Context: an optimization exercise on an open-source flow, tuned for small area, a short achievable clock period and few clock cycles. The choices shown serve that exercise and are no tape-out recipe. Where RTL was checked, it was by simulation tests only, not by an equivalence proof against the original.

job 1473:
==> flow/design.v <==
module Rotational_Cordic #(
	parameter INT_LENGTH        = 7,
	parameter FRAC_LENGTH       = 11,
	parameter NUM_OF_ITERATIONS = 11
) (
input  wire               CLK,
input  wire               RST,
input  wire               ENABLE,
input  wire signed [17:0] Xo,
input  wire signed [17:0] Yo,
input  wire signed [17:0] Zo,
output wire signed [17:0] XN,
output wire signed [17:0] YN,
output reg                Done
);
localparam signed [17:0] TWO_PI  = 18'h03243, M2PI  = 18'h3cdbc,
                         PI      = 18'h01921, MPI   = 18'h3e6df,
                         HPI     = 18'h00c90, MHPI  = 18'h3f36f,
                         T3PI2   = 18'h025b2, M3PI2 = 18'h3da4d;
reg signed [17:0] x, y;
reg signed [11:0] z;       
reg               neg, busy;
reg  [2:0]        pass;
wire hi  = Zo >  T3PI2;                
wire lo  = Zo <  M3PI2;                
wire qp  = Zo >= HPI  && Zo <= T3PI2;  
wire qn  = Zo >= M3PI2 && Zo <= MHPI;  
wire s0  = hi ? (Zo < TWO_PI) : lo ? (Zo <= M2PI) : qp ? (Zo < PI) : qn ? (Zo < MPI) : Zo[17];
reg signed [17:0] k1;
always @* begin
  case ({hi, lo, qp, qn})
    4'b1000: k1 = -TWO_PI;
    4'b0100: k1 =  TWO_PI;
    4'b0010: k1 = -PI;
    4'b0001: k1 =  PI;
    default: k1 = 18'sd0;
  endcase
  k1 = s0 ? k1 + 18'sd1608 : k1 - 18'sd1608;
end
wire signed [17:0] z1  = Zo + k1;
wire signed [11:0] z1s = (z1[17:11] == 7'h00 || z1[17:11] == 7'h7f) ? z1[11:0]
                                                                   : {z1[17], {11{~z1[17]}}};
reg signed [17:0] xa, ya, xb, yb;    
reg        [11:0] aa, ab;            
always @* begin
  case (pass)
    3'd0:    begin aa = 12'h3b5; ab = 12'h1f5; end
    3'd1:    begin aa = 12'h0fe; ab = 12'h07f; end
    3'd2:    begin aa = 12'h03f; ab = 12'h01f; end
    3'd3:    begin aa = 12'h00f; ab = 12'h007; end
    default: begin aa = 12'h003; ab = 12'h001; end
  endcase
end
always @* begin
  case (pass)
    3'd0:    begin xa = x >>> 1; ya = y >>> 1; end
    3'd1:    begin xa = x >>> 3; ya = y >>> 3; end
    3'd2:    begin xa = x >>> 5; ya = y >>> 5; end
    3'd3:    begin xa = x >>> 7; ya = y >>> 7; end
    default: begin xa = x >>> 9; ya = y >>> 9; end
  endcase
end
wire sa = z[11];
wire [18:0] xat = {x, 1'b1} + {ya ^ {18{~sa}}, ~sa};
wire [18:0] yat = {y, 1'b1} + {xa ^ {18{sa}},  sa};
wire [12:0] zat = {z, 1'b1} + {aa ^ {12{~sa}}, ~sa};
wire signed [17:0] x2 = xat[18:1], y2 = yat[18:1];
wire signed [11:0] z2 = zat[12:1];
wire signed [17:0] xi = busy ? x2 : Xo;
wire signed [17:0] yi = busy ? y2 : Yo;
always @* begin
  if (!busy) begin xb = xi; yb = yi; end
  else case (pass)
    3'd0:    begin xb = xi >>> 2; yb = yi >>> 2; end
    3'd1:    begin xb = xi >>> 4; yb = yi >>> 4; end
    3'd2:    begin xb = xi >>> 6; yb = yi >>> 6; end
    3'd3:    begin xb = xi >>> 8; yb = yi >>> 8; end
    default: begin xb = xi >>> 10; yb = yi >>> 10; end
  endcase
end
wire sb = busy ? z2[11] : s0;
wire [18:0] xbt = {xi, 1'b1} + {yb ^ {18{~sb}}, ~sb};
wire [18:0] ybt = {yi, 1'b1} + {xb ^ {18{sb}},  sb};
wire [12:0] zbt = {z2, 1'b1} + {ab ^ {12{~sb}}, ~sb};
always @(posedge CLK or negedge RST)
  if (!RST) begin
    busy <= 1'b0; Done <= 1'b0; pass <= 3'd0;
  end else begin
    Done <= busy && pass == 3'd4;
    if (ENABLE) begin
      busy <= 1'b1; pass <= 3'd0;
    end else begin
      if (pass == 3'd4) busy <= 1'b0;
      pass <= pass + 3'd1;
    end
  end
always @(posedge CLK)
  if (ENABLE) begin
    x <= xbt[18:1]; y <= ybt[18:1]; z <= z1s;
    neg <= qp | qn;
  end else begin
    x <= xbt[18:1]; y <= ybt[18:1]; z <= zbt[12:1];
  end
wire [28:0] xq = {{11{x[17]^neg}}, x ^ {18{neg}}};
wire [28:0] yq = {{11{y[17]^neg}}, y ^ {18{neg}}};
wire [28:0] kc = neg ? 29'd3293 : 29'd3;
wire [28:0] P  = (xq << 10) + (xq << 8) + ~(xq << 5) + ~(xq << 2) + ~xq + kc;
wire [28:0] Q  = (yq << 10) + (yq << 8) + ~(yq << 5) + ~(yq << 2) + ~yq + kc;
assign XN = P[28:11];
assign YN = Q[28:11];
endmodule
Settings: LEC_CHECK=0, ABC_AREA=1, CAP_MARGIN=20, CORE_MARGIN=2, CORE_UTILIZATION=40, PLACE_DENSITY=0.6, SETUP_SLACK_MARGIN=1.0, SLEW_MARGIN=20; clock period 8.0 ns.
run.sh (not shown) runs the stock make flow with config.mk's settings and CLKGATE_MAP_FILE= SYNTH_SCRIPT=/design/flow/synth_recipe.tcl, a recipe that flattens the netlist after the stock synthesis.
Testbench counts of job 1473, summed over its fixed seeds: cycles 9,600.
Here is what was changed in the inputs of job 4674 compared with job 1473.
-- flow/config.mk --
<<< job 1473, line 7
export LEC_CHECK = 0
export ABC_AREA = 1
export CAP_MARGIN = 20
>>> job 4674, line 7
export LEC_CHECK = 0
export CAP_MARGIN = 20
<<< job 1473, line 12
export PLACE_DENSITY = 0.6
export SETUP_SLACK_MARGIN = 1.0
export SLEW_MARGIN = 20
>>> job 4674, line 11
export PLACE_DENSITY = 0.6
export SETUP_SLACK_MARGIN = 1.5
export SLEW_MARGIN = 20
### Flow results
Job 4674 against job 1473: average routed wire per standard cell shows an increase of 13%, area enclosed by the die boundary shows a reduction of about 10%, register area shows an increase of about 0.34%, hold slack shows an increase of 12 ps.
Here is what was changed in the inputs of job 767 compared with job 4674.
-- flow/config.mk --
<<< job 4674, line 7
export LEC_CHECK = 0
export CAP_MARGIN = 20
>>> job 767, line 7
export LEC_CHECK = 0
export ABC_AREA = 1
export CAP_MARGIN = 20
<<< job 4674, line 11
export PLACE_DENSITY = 0.6
export SETUP_SLACK_MARGIN = 1.5
export SLEW_MARGIN = 20
>>> job 767, line 12
export PLACE_DENSITY = 0.6
export SLEW_MARGIN = 20
Notes after the runs:
- Synthesized cell count ended up 39% higher on job 767 than on job 4674.
- From job 4674 to job 767 the numbers moved as follows: first-pass GRT wire length picked up an extra 11000 um, final setup violation count neither gained nor lost much.
- Relative to job 4674, job 767 improves post-route standard cell area excluding fillers.
- | area after detailed placement | higher: job 767 |
- Net count after synthesis (job 4674 / job 767): 0.75
--- input diff job 767..job 7802 ---
-- flow/config.mk --
<<< job 767, line 7
export LEC_CHECK = 0
export ABC_AREA = 1
export CAP_MARGIN = 20
>>> job 7802, line 7
export LEC_CHECK = 0
export CAP_MARGIN = 20
Results
Job 7802 was carried through to the last stage, and its layout satisfied the timing, design-rule and antenna checks. Of job 767 and job 7802, the run reporting the lower via count of the first global-routing pass was job 7802. Summary of job 7802 over job 767: final cell count fell by about 24%, total of fill cells in the finished design moved down, shortest clock period the worst path allows after layout shrank by 21 ps, relative area change from synthesis to final layout went up 2.2 points, wire length on met1 has decreased. Compared with job 767, job 7802 ends up with a smaller final cell area. Proportion of cell area occupied by registers ends up higher on job 7802.


// Rotational_Cordic: RTL as listed in full above, without the edits since
export LEC_CHECK = 0
export CAP_MARGIN = 20
export CORE_MARGIN = 2
export CORE_UTILIZATION = 40
export PLACE_DENSITY = 0.6
export SETUP_SLACK_MARGIN = 0.5
export SLEW_MARGIN = 20
create_clock -name core_clock -period 8.0 [get_ports {CLK}]
Testbench counts at the start, summed over its fixed seeds: cycles 9,600.
==> next run, changes <==
- CORE_UTILIZATION: 40 -> 55
- PLACE_DENSITY: 0.6 -> 0.7
- SETUP_SLACK_MARGIN: 0.5 -> 1.0
Result: Final cell count is lower by 3.4%. Wire length decreases by about 0.34%. Register-to-register slack improved by 340 ps. Flip-flop and latch count does not change. Fmax climbs by 4.1%.
==> next run, changes <==
- CORE_UTILIZATION: 55 -> 70
- PLACE_DENSITY: 0.7 -> 0.8
- SETUP_SLACK_MARGIN: 1.0 -> default
Setup slack loses 720 ps. Hold slack loses 110 ps. Routed wire length went down by 7.5%. Global-route usage increases by 5.8 points. Area after synthesis stays the same.
==> next run, changes <==
- CORE_UTILIZATION: 70 -> 40
- PLACE_DENSITY: 0.8 -> 0.6
- SETUP_SLACK_MARGIN: default -> 1.0
The changed run finished clean.
Wire length rises by 12%.
Global-route usage decreases by 13 points.
Maximum frequency goes up by 13%.
Flip-flop and latch count is unchanged.
Design area climbs by 10%.
Clock skew barely changes.
Sequential share of layout area is lower by 0.60 points.
Count of clock-buffer cells in the layout climbs by 1.
First-iteration DRC count is lower by 17%.
Non-clock buffer count goes up by 57.


run C:
Rotational_Cordic, a different RTL version from the one above (not shown whole).
Size in the first run: roughly 54 flip-flops, about 94 I/O pins, about 15000 um^2 of cells after synthesis.
==> flow/config.mk <==
export PLATFORM = sky130hd
export DESIGN_NAME = Rotational_Cordic
export DESIGN_NICKNAME = Rotational_Cordic
export VERILOG_FILES = /design/flow/design.v
export SDC_FILE = /design/flow/constraint.sdc
export NUM_CORES = 4
export LEC_CHECK = 0
export CAP_MARGIN = 20
export CORE_MARGIN = 2
export CORE_UTILIZATION = 40
export PLACE_DENSITY = 0.6
export SETUP_SLACK_MARGIN = 1.0
export SLEW_MARGIN = 20
==> flow/constraint.sdc <==
create_clock -name core_clock -period 8.0 [get_ports {CLK}]
set_input_delay 1.6000 -clock core_clock [delete_from_list [all_inputs] [get_ports {CLK}]]
set_output_delay 1.6000 -clock core_clock [all_outputs]
set_load 0.01 [all_outputs]
--- input diff run C..run D ---
- removing SETUP_SLACK_MARGIN (formerly 1.0)
Results
- Side by side, total of fill cells in the finished design turned out higher in run D than in run C.
- As of run D, final estimated routing congestion in global placement had risen slightly compared to run C.
- Taking run C as the reference, in run D global-route usage has remained practically unchanged, setup slack saw a decrease, area added between synthesis and finish saw a decrease.
- In terms of wire length of the first global-routing pass, run C and run D differ only marginally.
- When run D is set beside run C, its utilization turns out to be 5.7 points smaller.
- From run C to run D, number of signal-net inverters in the final layout did not move at all.
- Cmp run D vs run C: final-layout worst hold slack lower in run D
Function was not checked in any run of this note: the RTL went through the layout flow alone.

-- what the ideal ports hide --
Ports are ideal in the flow. The routed layouts listed here were re-timed in OpenROAD.
Step 1: set_driving_cell puts a clkbuf_16 on CLK and a buf_2 on each other input, an assumption about the parent block.
Step 2 also shifts input and output timing later by t, the mid clock arrival at the registers, as if the neighbouring blocks saw the same clock.
Slacks: no drivers / after step 1 / after step 2; pairs: no drivers / after step 1.
run	t, ns	slack for setup (ns)	pins driven straight from the clock port
job 1473	0.368	1.274 / 1.221 / 1.008	1
job 4674	0.371	1.313 / 1.262 / 1.356	1
job 767	0.365	0.413 / 0.361 / 0.726	1
job 7802	0.371	0.434 / 0.388 / 0.510	1
the first run of note 2	0.374	0.701 / 0.654 / 0.612	1
the second run of note 2	0.364	0.991 / 0.941 / 0.892	1
the third run of note 2	0.361	0.269 / 0.224 / 0.362	1
the fourth run of note 2	0.382	1.178 / 1.125 / 0.901	1
run C	0.369	0.987 / 0.935 / 0.893	1
run D	0.354	0.350 / 0.306 / 0.018	1
After both steps every run listed still meets setup and hold. For run D, which loses most, drivers alone change the setup slack by -0.044 ns; drivers and shift together by -0.332 ns.
